This design comes from an exercise in tuning for small area and a short achievable clock period on the open sky130 flow, not from production work. Only simulation tests tie the RTL to the original design; equivalence was not proved.

Setup of build 24:
## bf16_mac_tree
module bf16_mac_tree (
    input clk,
    input reset,
    input [15:0] in0, in1, in2, in3,
    input [15:0] in4, in5, in6, in7,
    input [15:0] in8, in9, in10, in11,
    input [15:0] in12, in13, in14, in15,
    output [15:0] out
);
Size in the first run: about 5600 cells after synthesis, roughly 270 I/O pins.
export LEC_CHECK = 0
export CAP_MARGIN = 20
export CORE_MARGIN = 2
export CORE_UTILIZATION = 40
export SLEW_MARGIN = 20
create_clock -name core_clock -period 46.0 [get_ports {clk}]
standard.sh (not shown) runs the stock make flow with config.mk's settings and CLKGATE_MAP_FILE= SYNTH_SCRIPT=/design/flow/synth_recipe.tcl, a recipe that flattens the netlist after the stock synthesis.
==> flow/flow/run.sh <==
#!/bin/bash
# Own layout flow: the standard flow with these changes.
#  - Synthesis keeps the module hierarchy until the final flatten (SYNTH_HIERARCHICAL=1).
#  - Full-adder cells (no half adders) are extracted only in multiplier_bf16, whose logic
#    is not run through Yosys's "abc -fast" before extraction; the other modules are.
#  - ABC maps with flow/area.abc (a delay target plus buffering and down-sizing)
#    instead of ORFS's script, except the adders of tree levels 2 and 3
#    (adder_bf16 with LEVEL=2 or 3), which it maps with flow/level2.abc and
#    flow/level3.abc, scripts that trade some area for speed.
#  - Port buffers are sky130_fd_sc_hd__buf_1.
# Each step's full output goes to its own log in this folder.
set -euo pipefail
W=$(pwd)
F=$W/flow
head -1 $W/synth_recipe.tcl | grep -q '^proc synth {args} { yosys synth -nofsm -noshare {\*}$args }$'
cat > $W/my_synth.tcl <<EOT
proc abc {args} {
  set i [lsearch -exact \$args -script]
  set base [lreplace \$args \$i [expr {\$i+1}]]
  yosys abc {*}\$base -script $F/level3.abc {\$paramod*adder_bf16*LEVEL=*11}
  yosys abc {*}\$base -script $F/level2.abc {\$paramod*adder_bf16*LEVEL=*10}
  yosys abc {*}\$base -script $F/area.abc {\$paramod*adder_bf16*LEVEL=*01} multiplier_bf16 bf16_mac_tree
}
proc extract_fa {args} { yosys extract_fa -fa multiplier_bf16 }
proc synth {args} {
  if {[lsearch -exact \$args fine:] >= 0} {
    yosys synth -nofsm -noshare -noabc {*}\$args
    yosys abc -fast {\$paramod*adder_bf16*} bf16_mac_tree
    yosys opt -fast
  } else {
    yosys synth -nofsm -noshare {*}\$args
  }
}
EOT
tail -n +2 $W/synth_recipe.tcl >> $W/my_synth.tcl
bash standard.sh SYNTH_SCRIPT=$W/my_synth.tcl SYNTH_HIERARCHICAL=1 synth > $W/synth.log 2>&1
bash standard.sh "BUFFER_PORTS_ARGS=-buffer_cell sky130_fd_sc_hd__buf_1" POST_RESIZE_TCL=$F/post_resize.tcl > $W/layout.log 2>&1
==> flow/flow/area.abc <==
strash
dc2
dch
map -D 7000
topo
buffer -c
dnsize -c
==> flow/flow/level2.abc <==
strash
dc2
dch
map -D 5000
topo
buffer -c
upsize -c
dnsize -c
==> flow/flow/level3.abc <==
strash
dc2
dch
map
topo
buffer -c
upsize -c
dnsize -c
==> flow/flow/post_resize.tcl <==
repair_design -buffer_gain 8.0 -verbose
The following lists how build 15 was set up differently from build 24:
- setting CTS_BUF_LIST to sky130_fd_sc_hd__clkbuf_4 sky130_fd_sc_hd__clkbuf_8 for the first time
--- a/flow/flow/run.sh
+++ b/flow/flow/run.sh
@@ -36,2 +36,2 @@
 bash standard.sh SYNTH_SCRIPT=$W/my_synth.tcl SYNTH_HIERARCHICAL=1 synth > $W/synth.log 2>&1
-bash standard.sh "BUFFER_PORTS_ARGS=-buffer_cell sky130_fd_sc_hd__buf_1" POST_RESIZE_TCL=$F/post_resize.tcl > $W/layout.log 2>&1
+bash standard.sh "BUFFER_PORTS_ARGS=-buffer_cell sky130_fd_sc_hd__buf_1" > $W/layout.log 2>&1
removed: flow/flow/post_resize.tcl
==> notes.md <==
Build 15 finished every stage and its layout cleared the timing, DRC and antenna checks. Lower setup slack of the critical path after layout goes to build 15 over build 24. Compared with build 24, build 15 shows a logic depth of the worst setup path including buffers that is 55% higher. A start-to-end type of the worst setup path of flip-flop to output pin is what build 15 shows, while primary input to flip-flop belongs to build 24. Going from build 24 to build 15, routed length on met2 fell by 5000 µm, final cell count fell by 475, time the final worst path needs with I/O delays and setup rose by 600 ps, number of signal-net buffers in the layout fell by 476.
The following lists how build 27 was set up differently from build 15:
- CTS_BUF_LIST: sky130_fd_sc_hd__clkbuf_4 sky130_fd_sc_hd__clkbuf_8 -> unset
[summary]
- Build 27 completed every stage of the flow, and the final layout passed the timing, DRC and antenna checks.
- Build 27 against build 15: proportion of cell area occupied by registers has remained practically unchanged, post-route worst setup slack went up 58 ps.
The inputs of build 58 differ from those of build 27 as listed below.
- PLACE_DENSITY newly set to 0.9
Notes after the runs:
- Diff build 27 -> build 58: sequential share of layout area about even; design area stayed essentially flat.
- Against build 27, total length of routed wires in build 58 came out better.
- Build 58 ends up with a non-clock buffer count that is 5 lower than in build 27.
- Delta (build 58 minus build 27): post-route worst setup slack lost 45 ps, final hold slack lost 4.5 ps.
- Final-layout clock-cell area share: build 58 vs build 27 — no meaningful difference
- Build 58: global-route usage lower than build 27
- The required time of the worst setup path of build 58 falls short of that of build 27 by 9600 ps.
Input changes introduced in build 44 (baseline for comparison: build 58):
- removing PLACE_DENSITY (formerly 0.9)
--- a/flow/flow/run.sh
+++ b/flow/flow/run.sh
@@ -36,2 +36,2 @@
 bash standard.sh SYNTH_SCRIPT=$W/my_synth.tcl SYNTH_HIERARCHICAL=1 synth > $W/synth.log 2>&1
-bash standard.sh "BUFFER_PORTS_ARGS=-buffer_cell sky130_fd_sc_hd__buf_1" > $W/layout.log 2>&1
+bash standard.sh "BUFFER_PORTS_ARGS=-buffer_cell sky130_fd_sc_hd__buf_1" POST_RESIZE_TCL=$F/post_resize.tcl > $W/layout.log 2>&1
==> flow/flow/post_resize.tcl (new file) <==
repair_design -buffer_gain 4.0 -verbose
Notes after the runs:
STATUS worst setup slack: build 44 wins against build 58. Build 44 against build 58: cell area increased by about 24% relative to the old numbers; first-pass GRT wire length increased by 14% relative to the old numbers; first-iteration DRC count decreased by 22% relative to the old numbers. Compared with build 58, build 44 shows a lower largest fanout on the critical path. Count of antenna diodes in the layout: build 58 vs build 44 identical. Of the two values seen for critical path capture point, prod_r[4][5] was produced by build 44 and out[1] by build 58. On clock period minus worst slack, build 44 does better than build 58. Between build 58 and build 44, the flow reports wire length the detailed router placed on met1 increasing by more than 10%.

what the ideal ports hide:
The results above use ideal ports. As a check the final layouts listed here were re-extracted and re-timed, cells and wires unchanged.
Step 1 sets driving cells, clkbuf_16 on the clock port and buf_2 on the other inputs (assumed; they add their load-dependent delay and slew).
Step 2, shift: input delay + t, output delay - t, t = (earliest + latest rising clock arrival at the registers) / 2. This alone moves slack from input paths to output paths.
Three values: ideal, step 1, step 2; two values: the first two.
| run | shift t [ns] | slack for setup (ns) | hold WS [ns] |
|---|---|---|---|
| build 24 | 0.550 | 30.663 / 30.703 / 30.153 | 0.361 / 0.361 / 0.361 |
| build 15 | 0.591 | 30.058 / 30.001 / 29.610 | 0.368 / 0.368 / 0.368 |
| build 27 | 0.530 | 30.116 / 30.079 / 29.618 | 0.362 / 0.362 / 0.362 |
| build 58 | 0.555 | 30.071 / 30.011 / 29.591 | 0.357 / 0.357 / 0.357 |
| build 44 | 0.550 | 30.663 / 30.703 / 30.153 | 0.361 / 0.361 / 0.361 |
After both steps setup and hold are still met in every run listed.
